This design comes from an exercise in tuning for small area, a short achievable clock period and few clock cycles per item on the open sky130 flow, not from production work. At most, simulation tests tie the RTL to the original design; equivalence was not proved. No activity file was given, so power comes from the tool's default toggle rates.

Setup of main:
==> flow/design.v <==
module basediv(
  input             clk,
  input             reset,
  input      [31:0] x,
  input      [31:0] y,
  input             in_valid,
  input             div_signed,
  output            in_ready,
  output reg        out_valid,
  output     [31:0] s,
  output     [31:0] r
);
reg        busy;       
reg        prep;       
reg [31:0] R;          
reg [31:0] Q;          
reg [32:0] D;          
reg [4:0]  cnt;        
reg [4:0]  lzxr;       
reg        xzero;      
reg        sx, sy, sq;
assign in_ready = ~busy;
wire accept = in_valid & ~busy;
function [5:0] lzc32(input [31:0] a);    
  reg [15:0] v1; reg [15:0] c1;
  reg [7:0]  v2; reg [15:0] c2;
  reg [3:0]  v3; reg [11:0] c3;
  reg [1:0]  v4; reg [7:0]  c4;
  integer i;
  begin
    for (i = 0; i < 16; i = i + 1) begin
      v1[i] = a[2*i+1] | a[2*i];
      c1[i] = ~a[2*i+1];
    end
    for (i = 0; i < 8; i = i + 1) begin
      v2[i] = v1[2*i+1] | v1[2*i];
      c2[2*i+1] = ~v1[2*i+1];
      c2[2*i]   = v1[2*i+1] ? c1[2*i+1] : c1[2*i];
    end
    for (i = 0; i < 4; i = i + 1) begin
      v3[i] = v2[2*i+1] | v2[2*i];
      c3[3*i+2] = ~v2[2*i+1];
      c3[3*i+1 -: 2] = v2[2*i+1] ? c2[4*i+3 -: 2] : c2[4*i+1 -: 2];
    end
    for (i = 0; i < 2; i = i + 1) begin
      v4[i] = v3[2*i+1] | v3[2*i];
      c4[4*i+3] = ~v3[2*i+1];
      c4[4*i+2 -: 3] = v3[2*i+1] ? c3[6*i+5 -: 3] : c3[6*i+2 -: 3];
    end
    lzc32 = {v4[1] | v4[0], ~v4[1], v4[1] ? c4[7:4] : c4[3:0]};
  end
endfunction
function [31:0] inc32(input [31:0] a, input cin);
  reg [31:0] p;
  integer i, d;
  begin
    p = a;
    for (d = 1; d < 32; d = d * 2)
      for (i = 31; i >= 0; i = i - 1)
        if ((i / d) % 2 == 1) p[i] = p[i] & p[(i / d) * d - 1];
    inc32 = a ^ {p[30:0] & {31{cin}}, cin};
  end
endfunction
wire        sx_in = div_signed & x[31];
wire        sy_in = div_signed & y[31];
wire [5:0]  lzx_in = lzc32(x ^ {32{sx_in}});
wire [5:0]  lzy_in = lzc32(y ^ {32{sy_in}});
wire [5:0]  kd    = {1'b0, cnt} - {1'b0, lzxr};
wire        skip  = kd[5] | xzero;
wire        yzero = ~sy & (Q == 32'd0);
wire [4:0]  k     = kd[4:0];
wire [32:0] dsh   = ({sy, Q} << k) ^ {33{~sy}};
wire [31:0] rneg = inc32(R ^ {32{sx}}, sx);
reg  [33:0] c;
reg  [32:0] G, P;
integer i, d;
wire [32:0] pa = {1'b0, R} ^ D;
wire [32:0] ga = {1'b0, R} & D;
wire        cin = ~sy;
always @* begin
  G = ga; P = pa;
  G[0] = ga[0] | (pa[0] & cin);
  for (d = 1; d < 33; d = d * 2)
    for (i = 2*d-1; i < 33; i = i + 2*d) begin
      G[i] = G[i] | (P[i] & G[i-d]);
      P[i] = P[i] & P[i-d];
    end
  for (d = 16; d >= 1; d = d / 2)
    for (i = 3*d-1; i < 33; i = i + 2*d) begin
      G[i] = G[i] | (P[i] & G[i-d]);
      P[i] = P[i] & P[i-d];
    end
  c[0] = cin;
  for (i = 0; i < 33; i = i + 1) c[i+1] = G[i];
end
wire [31:0] sum  = pa[31:0] ^ c[31:0];
wire        cond = c[33];
always @(posedge clk) begin
  if (reset) begin
    busy <= 1'b0;
    prep <= 1'b0;
    out_valid <= 1'b0;
  end else if (accept) begin
    busy <= 1'b1;
    prep <= 1'b1;
    out_valid <= 1'b0;
  end else if (prep) begin
    prep <= 1'b0;
    if (skip | yzero) begin
      busy <= 1'b0;
      out_valid <= 1'b1;
    end
  end else if (busy) begin
    if (cnt == 5'd0) begin
      busy <= 1'b0;
      out_valid <= 1'b1;
    end
  end else begin
    out_valid <= 1'b0;
  end
end
always @(posedge clk) begin
  if (accept) begin
    R     <= x;
    Q     <= y;
    cnt   <= lzy_in[4:0];
    lzxr  <= lzx_in[4:0] - {4'b0, sx_in};
    xzero <= ~lzx_in[5] & ~sx_in;
    sx    <= sx_in;
    sy    <= sy_in;
    sq    <= sx_in ^ sy_in;
  end else if (prep) begin
    R   <= rneg;
    Q   <= {32{sq ^ yzero}};
    D   <= dsh;
    cnt <= k;
  end else if (busy) begin
    if (cond) R <= sum;
    Q   <= {Q[30:0], cond ^ sq};
    D   <= {1'b1, D[32:1]};
    cnt <= cnt - 5'd1;
  end
end
assign s = inc32(Q, sq);
assign r = rneg;
endmodule
export LEC_CHECK = 0
export CAP_MARGIN = 20
export CORE_MARGIN = 2
export CORE_UTILIZATION = 40
export SLEW_MARGIN = 20
create_clock -name core_clock -period 5.5 [get_ports {clk}]
run.sh (not shown) runs the stock make flow with config.mk's settings and CLKGATE_MAP_FILE= SYNTH_SCRIPT=/design/flow/synth_recipe.tcl, a recipe that flattens the netlist after the stock synthesis.
[inputs] the feature branch vs main
-- flow/design.v --
<<< main, line 13
reg        busy;       
reg        prep;       
reg [31:0] R;          
reg [31:0] Q;          
reg [32:0] D;          
reg [4:0]  cnt;        
reg [4:0]  lzxr;       
>>> the feature branch, line 13
reg        busy;       
reg        prep;       
reg [32:0] R;          
reg [31:0] Q;          
reg [33:0] D;          
reg [4:0]  cnt;        
reg [4:0]  lzxr;       
<<< main, line 70
wire        yzero = ~sy & (Q == 32'd0);
wire [4:0]  k     = kd[4:0];
wire [32:0] dsh   = ({sy, Q} << k) ^ {33{~sy}};
wire [31:0] rneg = inc32(R ^ {32{sx}}, sx);
reg  [33:0] c;
reg  [32:0] G, P;
integer i, d;
wire [32:0] pa = {1'b0, R} ^ D;
wire [32:0] ga = {1'b0, R} & D;
wire        cin = ~sy;
always @* begin
  G = ga; P = pa;
  G[0] = ga[0] | (pa[0] & cin);
  for (d = 1; d < 33; d = d * 2)
    for (i = 2*d-1; i < 33; i = i + 2*d) begin
      G[i] = G[i] | (P[i] & G[i-d]);
      P[i] = P[i] & P[i-d];
    end
  for (d = 16; d >= 1; d = d / 2)
    for (i = 3*d-1; i < 33; i = i + 2*d) begin
      G[i] = G[i] | (P[i] & G[i-d]);
      P[i] = P[i] & P[i-d];
    end
  c[0] = cin;
  for (i = 0; i < 33; i = i + 1) c[i+1] = G[i];
end
wire [31:0] sum  = pa[31:0] ^ c[31:0];
wire        cond = c[33];
always @(posedge clk) begin
  if (reset) begin
>>> the feature branch, line 70
wire        yzero = ~sy & (Q == 32'd0);
wire [4:0]  k     = kd[4:0];
wire [33:0] dsh   = ({sy, sy, Q} << k) ^ {34{~sq}};
wire [33:0] a   = {R[32], R};
wire        cin = ~sq;
wire [33:0] pa  = a ^ D;
wire [33:0] ga  = a & D;
reg  [33:0] G, P;
integer i, d;
always @* begin
  G = ga; P = pa;
  G[0] = ga[0] | (pa[0] & cin);
  for (d = 1; d < 34; d = d * 2)
    for (i = 2*d-1; i < 34; i = i + 2*d) begin
      G[i] = G[i] | (P[i] & G[i-d]);
      P[i] = P[i] & P[i-d];
    end
  for (d = 16; d >= 1; d = d / 2)
    for (i = 3*d-1; i < 34; i = i + 2*d) begin
      G[i] = G[i] | (P[i] & G[i-d]);
      P[i] = P[i] & P[i-d];
    end
end
wire [33:0] cy   = {G[32:0], cin};
wire [33:0] T    = pa ^ cy;
wire [33:0] kz   = {a[32:0] | D[32:0], cin};
wire        tz   = (pa == kz);
wire        cond = sx ? (T[33] | tz) : ~T[33];
always @(posedge clk) begin
  if (reset) begin
<<< main, line 122
always @(posedge clk) begin
  if (accept) begin
    R     <= x;
    Q     <= y;
    cnt   <= lzy_in[4:0];
>>> the feature branch, line 122
always @(posedge clk) begin
  if (accept) begin
    R     <= {sx_in, x};
    Q     <= y;
    cnt   <= lzy_in[4:0];
<<< main, line 131
    sq    <= sx_in ^ sy_in;
  end else if (prep) begin
    R   <= rneg;
    Q   <= {32{sq ^ yzero}};
    D   <= dsh;
    cnt <= k;
  end else if (busy) begin
    if (cond) R <= sum;
    Q   <= {Q[30:0], cond ^ sq};
    D   <= {1'b1, D[32:1]};
    cnt <= cnt - 5'd1;
  end
end
assign s = inc32(Q, sq);
assign r = rneg;
endmodule
>>> the feature branch, line 131
    sq    <= sx_in ^ sy_in;
  end else if (prep) begin
    Q   <= {32{sq ^ yzero}};
    D   <= dsh;
    cnt <= k;
  end else if (busy) begin
    if (cond) R <= T[32:0];
    Q   <= {Q[30:0], cond ^ sq};
    D   <= {~sx, D[33:1]};
    cnt <= cnt - 5'd1;
  end
end
assign s = inc32(Q, sq);
assign r = R[31:0];
endmodule
--- outcome ---
Net count after synthesis: the feature branch vs main — no meaningful difference. Between main and the feature branch, peak supply drop is higher for main, the feature branch comes in under that. Summary of the feature branch over main: design area now larger, smallest hold slack now larger, die area now larger, final instance count without filler cells now smaller, routed wire length now smaller. Against main, the feature branch comes in 2.5% lower on wire length on met1. Non-clock buffer count was higher in the run labelled main. Setup slack up 0.14 ns in the feature branch wrt main. Instance count of the mapped netlist on the feature branch is down relative to main. The lower layout overhead on the synthesized area of main and the feature branch is in the feature branch. Fmax: the feature branch higher than main. Of main and the feature branch, the run reporting the lower post-detailed-placement cell area was main.
Function was not checked in any run of this note: the RTL went through the layout flow alone.

* * *

Starts from the design.v that is shown in full above.
export LEC_CHECK = 0
export CAP_MARGIN = 20
export CORE_MARGIN = 2
export CORE_UTILIZATION = 40
export SETUP_SLACK_MARGIN = 1.5
export SLEW_MARGIN = 20
create_clock -name core_clock -period 5.5 [get_ports {clk}]
==> next run, changes <==
--- a/flow/design.v
+++ b/flow/design.v
@@ -13,7 +13,7 @@
 reg        busy;       
 reg        prep;       
-reg [31:0] R;          
+reg [32:0] R;          
 reg [31:0] Q;          
-reg [32:0] D;          
+reg [33:0] D;          
 reg [4:0]  cnt;        
 reg [4:0]  lzxr;       
@@ -70,30 +70,28 @@
 wire        yzero = ~sy & (Q == 32'd0);
 wire [4:0]  k     = kd[4:0];
-wire [32:0] dsh   = ({sy, Q} << k) ^ {33{~sy}};
-wire [31:0] rneg = inc32(R ^ {32{sx}}, sx);
-reg  [33:0] c;
-reg  [32:0] G, P;
+wire [33:0] dsh   = ({sy, sy, Q} << k) ^ {34{~sq}};
+wire [33:0] a   = {R[32], R};
+wire        cin = ~sq;
+wire [33:0] pa  = a ^ D;
+wire [33:0] ga  = a & D;
+reg  [33:0] G, P, Gn, Pn;
 integer i, d;
-wire [32:0] pa = {1'b0, R} ^ D;
-wire [32:0] ga = {1'b0, R} & D;
-wire        cin = ~sy;
 always @* begin
   G = ga; P = pa;
-  G[0] = ga[0] | (pa[0] & cin);
-  for (d = 1; d < 33; d = d * 2)
-    for (i = 2*d-1; i < 33; i = i + 2*d) begin
-      G[i] = G[i] | (P[i] & G[i-d]);
-      P[i] = P[i] & P[i-d];
+  for (d = 1; d < 34; d = d * 2) begin
+    Gn = G; Pn = P;
+    for (i = d; i < 34; i = i + 1) begin
+      Gn[i] = G[i] | (P[i] & G[i-d]);
+      Pn[i] = P[i] & P[i-d];
     end
-  for (d = 16; d >= 1; d = d / 2)
-    for (i = 3*d-1; i < 33; i = i + 2*d) begin
-      G[i] = G[i] | (P[i] & G[i-d]);
-      P[i] = P[i] & P[i-d];
-    end
-  c[0] = cin;
-  for (i = 0; i < 33; i = i + 1) c[i+1] = G[i];
+    G = Gn; P = Pn;
+  end
+  G = G | (P & {34{cin}});
 end
-wire [31:0] sum  = pa[31:0] ^ c[31:0];
-wire        cond = c[33];
+wire [33:0] cy   = {G[32:0], cin};
+wire [33:0] T    = pa ^ cy;
+wire [33:0] kz   = {a[32:0] | D[32:0], cin};
+wire        tz   = (pa == kz);
+wire        cond = sx ? (T[33] | tz) : ~T[33];
 always @(posedge clk) begin
   if (reset) begin
@@ -122,5 +120,5 @@
 always @(posedge clk) begin
   if (accept) begin
-    R     <= x;
+    R     <= {sx_in, x};
     Q     <= y;
     cnt   <= lzy_in[4:0];
@@ -131,16 +129,15 @@
     sq    <= sx_in ^ sy_in;
   end else if (prep) begin
-    R   <= rneg;
     Q   <= {32{sq ^ yzero}};
     D   <= dsh;
     cnt <= k;
   end else if (busy) begin
-    if (cond) R <= sum;
+    if (cond) R <= T[32:0];
     Q   <= {Q[30:0], cond ^ sq};
-    D   <= {1'b1, D[32:1]};
+    D   <= {~sx, D[33:1]};
     cnt <= cnt - 5'd1;
   end
 end
 assign s = inc32(Q, sq);
-assign r = rneg;
+assign r = R[31:0];
 endmodule
Result: Design area shrinks by about 2.3%. Synthesized cell count climbs by about 5%. Worst hold slack gains 87 ps. Synthesized area is higher by 4.2%. Clock-buffer cell count drops by 1. Cell count goes up by 0.70%. Clock skew rose by 3.4 ps. Total power came out higher by about 3%. Register-to-register slack is better by 170 ps. Maximum frequency is higher by about 7%. Sequential power goes down by about 6%. Critical path depth increases by 1. Sequential cell count grows by 2. Setup slack improves by 280 ps.
No functional check of the RTL was part of any run of this note.

* * *

basediv, a different RTL version from the one above (not shown whole).
Size in the first run: ~1400 cells after synthesis, roughly 130 I/O pins.
==> module basediv, before the edit <==
module basediv(
  input             clk,
  input             reset,
  input      [31:0] x,
  input      [31:0] y,
  input             in_valid,
  input             div_signed,
  output            in_ready,
  output reg        out_valid,
  output     [31:0] s,
  output     [31:0] r
);
reg        busy;       
reg        prep;       
reg [32:0] R;          
reg [31:0] Q;          
reg [33:0] D;          
reg        yz;         
reg [4:0]  cnt;        
reg [4:0]  lzxr;       
reg        zq;         
reg        sx, sy, sq;
assign in_ready = ~busy;
wire accept = in_valid & ~busy;
function [5:0] lzc32(input [31:0] a);    
  reg [15:0] v1; reg [15:0] c1;
  reg [7:0]  v2; reg [15:0] c2;
  reg [3:0]  v3; reg [11:0] c3;
  reg [1:0]  v4; reg [7:0]  c4;
  integer i;
  begin
    for (i = 0; i < 16; i = i + 1) begin
      v1[i] = a[2*i+1] | a[2*i];
      c1[i] = ~a[2*i+1];
    end
    for (i = 0; i < 8; i = i + 1) begin
      v2[i] = v1[2*i+1] | v1[2*i];
      c2[2*i+1] = ~v1[2*i+1];
      c2[2*i]   = v1[2*i+1] ? c1[2*i+1] : c1[2*i];
    end
    for (i = 0; i < 4; i = i + 1) begin
      v3[i] = v2[2*i+1] | v2[2*i];
      c3[3*i+2] = ~v2[2*i+1];
      c3[3*i+1 -: 2] = v2[2*i+1] ? c2[4*i+3 -: 2] : c2[4*i+1 -: 2];
    end
    for (i = 0; i < 2; i = i + 1) begin
      v4[i] = v3[2*i+1] | v3[2*i];
      c4[4*i+3] = ~v3[2*i+1];
      c4[4*i+2 -: 3] = v3[2*i+1] ? c3[6*i+5 -: 3] : c3[6*i+2 -: 3];
    end
    lzc32 = {v4[1] | v4[0], ~v4[1], v4[1] ? c4[7:4] : c4[3:0]};
  end
endfunction
function lt5(input [4:0] a, input [4:0] b);
  reg [4:0] l, e;
  begin
    l = ~a & b;
    e = ~(a ^ b);
    lt5 = l[4] | e[4] & (l[3] | e[3] & (l[2] | e[2] & (l[1] | e[1] & l[0])));
  end
endfunction
function [4:0] sub5(input [4:0] a, input [4:0] b);
  reg [4:0] p, g, c;
  begin
    p = a ^ ~b;
    g = a & ~b;
    c[0] = 1'b1;
    c[1] = g[0] | p[0];
    c[2] = g[1] | p[1] & g[0] | p[1] & p[0];
    c[3] = g[2] | p[2] & g[1] | p[2] & p[1] & g[0] | p[2] & p[1] & p[0];
    c[4] = g[3] | p[3] & g[2] | p[3] & p[2] & g[1] | p[3] & p[2] & p[1] & g[0]
         | p[3] & p[2] & p[1] & p[0];
    sub5 = p ^ c;
  end
endfunction
wire        sx_in = div_signed & x[31];
wire        sy_in = div_signed & y[31];
wire        sq_in = sx_in ^ sy_in;
wire [5:0]  lzx_in = lzc32(sx_in ? {~x[30:0], 1'b1} : x);
wire [5:0]  lzy_in = lzc32(y ^ {32{sy_in}});
wire        xzero  = ~lzx_in[5];
wire        yz_in  = ~lzy_in[5] & ~sy_in;
wire        early  = (lt5(lzy_in[4:0], lzx_in[4:0]) | xzero) & ~yz_in;
wire [4:0]  k     = sub5(cnt, lzxr);
reg  [33:0] dsh;
integer j, m;
always @* begin
  dsh = D;
  for (j = 0; j < 5; j = j + 1)
    if (k[j])
      for (m = 33; m >= 0; m = m - 1)
        dsh[m] = (m >= (1 << j)) ? dsh[m - (1 << j)] : ~sq;
end
wire [33:0] a   = {R[32], R};
wire        cin = ~sq;
wire [33:0] pa  = a ^ D;
wire [33:0] ga  = a & D;
reg  [33:0] G, P, Gn, Pn;
integer i, d;
always @* begin
  G = ga; P = pa;
  for (d = 1; d < 34; d = d * 2) begin
    Gn = G; Pn = P;
    for (i = d; i < 34; i = i + 1) begin
      Gn[i] = G[i] | (P[i] & G[i-d]);
      Pn[i] = P[i] & P[i-d];
    end
    G = Gn; P = Pn;
  end
  G = G | (P & {34{cin}});
end
wire [33:0] cy   = {G[32:0], cin};
wire [33:0] T    = pa ^ cy;
wire [33:0] kz   = {a[32:0] | D[32:0], cin};
wire        tz   = (pa == kz);
wire        cond = sx ? (T[33] | tz) : ~T[33];
always @(posedge clk) begin
  if (reset) begin
    busy <= 1'b0;
    prep <= 1'b0;
    out_valid <= 1'b0;
  end else if (accept) begin
    busy <= ~early;
    prep <= ~early;
    out_valid <= early;
  end else if (prep) begin
    prep <= 1'b0;
    if (yz | ~cond) begin
      busy <= 1'b0;
      out_valid <= 1'b1;
    end
  end else if (busy) begin
    if (cnt == 5'd0) begin
      busy <= 1'b0;
      out_valid <= 1'b1;
    end
  end else begin
    out_valid <= 1'b0;
  end
end
always @(posedge clk) begin
  if (accept) begin
    R     <= {sx_in, x};
    D     <= {sy_in, sy_in, y} ^ {34{~sq_in}};
    cnt   <= lzy_in[4:0];
    lzxr  <= lzx_in[4:0];
    zq    <= early;
    yz    <= yz_in;
    sx    <= sx_in;
    sy    <= sy_in;
    sq    <= sq_in;
  end else if (prep) begin
    if (sq & cond) R <= T[32:0];
    zq  <= ~yz & ~cond;
    Q   <= {{31{yz}}, yz & ~sq};
    D   <= dsh;
    cnt <= k;
  end else if (busy) begin
    if (cond) R <= T[32:0];
    Q   <= {Q[30:0], cond};
    D   <= {~sx, D[33:1]};
    cnt <= cnt - 5'd1;
  end
end
assign s = (Q ^ {32{sq}}) & {32{~zq}};
assign r = R[31:0];
endmodule
Settings: LEC_CHECK=0, CAP_MARGIN=20, CORE_MARGIN=2, CORE_UTILIZATION=40, SETUP_SLACK_MARGIN=1.5, SLEW_MARGIN=20; clock period 5.5 ns.
Testbench counts at the start, summed over its fixed seeds: cycles 23,329, items 3,200.
Rerun with:
--- a/flow/design.v
+++ b/flow/design.v
@@ -15,7 +15,6 @@
 reg [32:0] R;          
 reg [31:0] Q;          
 reg [33:0] D;          
-reg        yz;         
 reg [4:0]  cnt;        
 reg [4:0]  lzxr;       
 reg        zq;         
@@ -73,24 +72,27 @@
     sub5 = p ^ c;
   end
 endfunction
+function [31:0] inc32(input [31:0] a, input cin);
+  reg [31:0] p;
+  integer i, d;
+  begin
+    p = a;
+    for (d = 1; d < 32; d = d * 2)
+      for (i = 31; i >= 0; i = i - 1)
+        if ((i / d) % 2 == 1) p[i] = p[i] & p[(i / d) * d - 1];
+    inc32 = a ^ {p[30:0] & {31{cin}}, cin};
+  end
+endfunction
 wire        sx_in = div_signed & x[31];
 wire        sy_in = div_signed & y[31];
-wire        sq_in = sx_in ^ sy_in;
 wire [5:0]  lzx_in = lzc32(sx_in ? {~x[30:0], 1'b1} : x);
 wire [5:0]  lzy_in = lzc32(y ^ {32{sy_in}});
 wire        xzero  = ~lzx_in[5];
 wire        yz_in  = ~lzy_in[5] & ~sy_in;
 wire        early  = (lt5(lzy_in[4:0], lzx_in[4:0]) | xzero) & ~yz_in;
+wire        yzero = ~sy & (Q == 32'd0);
 wire [4:0]  k     = sub5(cnt, lzxr);
-reg  [33:0] dsh;
-integer j, m;
-always @* begin
-  dsh = D;
-  for (j = 0; j < 5; j = j + 1)
-    if (k[j])
-      for (m = 33; m >= 0; m = m - 1)
-        dsh[m] = (m >= (1 << j)) ? dsh[m - (1 << j)] : ~sq;
-end
+wire [33:0] dsh   = ({sy, sy, Q} << k) ^ {34{~sq}};
 wire [33:0] a   = {R[32], R};
 wire        cin = ~sq;
 wire [33:0] pa  = a ^ D;
@@ -125,7 +127,7 @@
     out_valid <= early;
   end else if (prep) begin
     prep <= 1'b0;
-    if (yz | ~cond) begin
+    if (yzero) begin
       busy <= 1'b0;
       out_valid <= 1'b1;
     end
@@ -141,27 +143,24 @@
 always @(posedge clk) begin
   if (accept) begin
     R     <= {sx_in, x};
-    D     <= {sy_in, sy_in, y} ^ {34{~sq_in}};
+    Q     <= y;
     cnt   <= lzy_in[4:0];
     lzxr  <= lzx_in[4:0];
     zq    <= early;
-    yz    <= yz_in;
     sx    <= sx_in;
     sy    <= sy_in;
-    sq    <= sq_in;
+    sq    <= sx_in ^ sy_in;
   end else if (prep) begin
-    if (sq & cond) R <= T[32:0];
-    zq  <= ~yz & ~cond;
-    Q   <= {{31{yz}}, yz & ~sq};
+    Q   <= {32{sq ^ yzero}};
     D   <= dsh;
     cnt <= k;
   end else if (busy) begin
     if (cond) R <= T[32:0];
-    Q   <= {Q[30:0], cond};
+    Q   <= {Q[30:0], cond ^ sq};
     D   <= {~sx, D[33:1]};
     cnt <= cnt - 5'd1;
   end
 end
-assign s = (Q ^ {32{sq}}) & {32{~zq}};
+assign s = inc32(Q, sq) & {32{~zq}};
 assign r = R[31:0];
 endmodule
=> Wire length went down slightly. Count of clock-buffer cells in the layout is unchanged. Design area increases by a few percent. Final cell count is higher by a few percent. Register-to-register slack loses 0.06 ns. Core utilization goes up by 1.1 points. Power decreases by a little under a tenth. Global-route usage decreases by 0.58 points. Die area goes up slightly. Clock power went down by roughly a tenth. Non-clock buffer count came out higher by 26. Combinational power went down by a little under a tenth.
No functional check of the RTL was part of the second run of this note.

## port drivers added, routing unchanged
How much do the figures lean on ideal ports? The routed layouts below were timed once more, with nothing changed but the port constraints. Step 1, drivers: a clkbuf_16 drives clk and a buf_2 each remaining input, both assumed. Step 2 also shifts input and output timing later by t, the mid clock arrival at the registers, as if the neighbouring blocks saw the same clock. Slacks: ideal / step 1 / step 2; pairs: ideal / step 1.
run | t, ns | slack for setup (ns) | latest minus earliest clock arrival (ns) | worst register clock-pin slew, ns | worst slew at a driven data input, ns
main | 0.472 | 0.678 / 0.630 / 0.965 | 0.011 / 0.011 | 0.06 / 0.06 | 0.04
the feature branch | 0.466 | 0.820 / 0.775 / 0.871 | 0.014 / 0.014 | 0.06 / 0.06 | 0.05
the first run of note 2 | 0.461 | 1.299 / 1.248 / 1.302 | 0.008 / 0.008 | 0.06 / 0.06 | 0.04
the second run of note 2 | 0.467 | 1.581 / 1.530 / 1.302 | 0.012 / 0.012 | 0.07 / 0.07 | 0.04
the first run of note 3 | 0.471 | 1.678 / 1.709 / 1.238 | 0.012 / 0.012 | 0.07 / 0.07 | 0.05
the second run of note 3 | 0.474 | 1.486 / 1.438 / 1.190 | 0.011 / 0.011 | 0.07 / 0.07 | 0.05
After both steps every run listed still meets setup and hold. The setup slack of the first run of note 3, which loses most, moves by +0.031 ns with the drivers and by -0.440 ns with both steps.
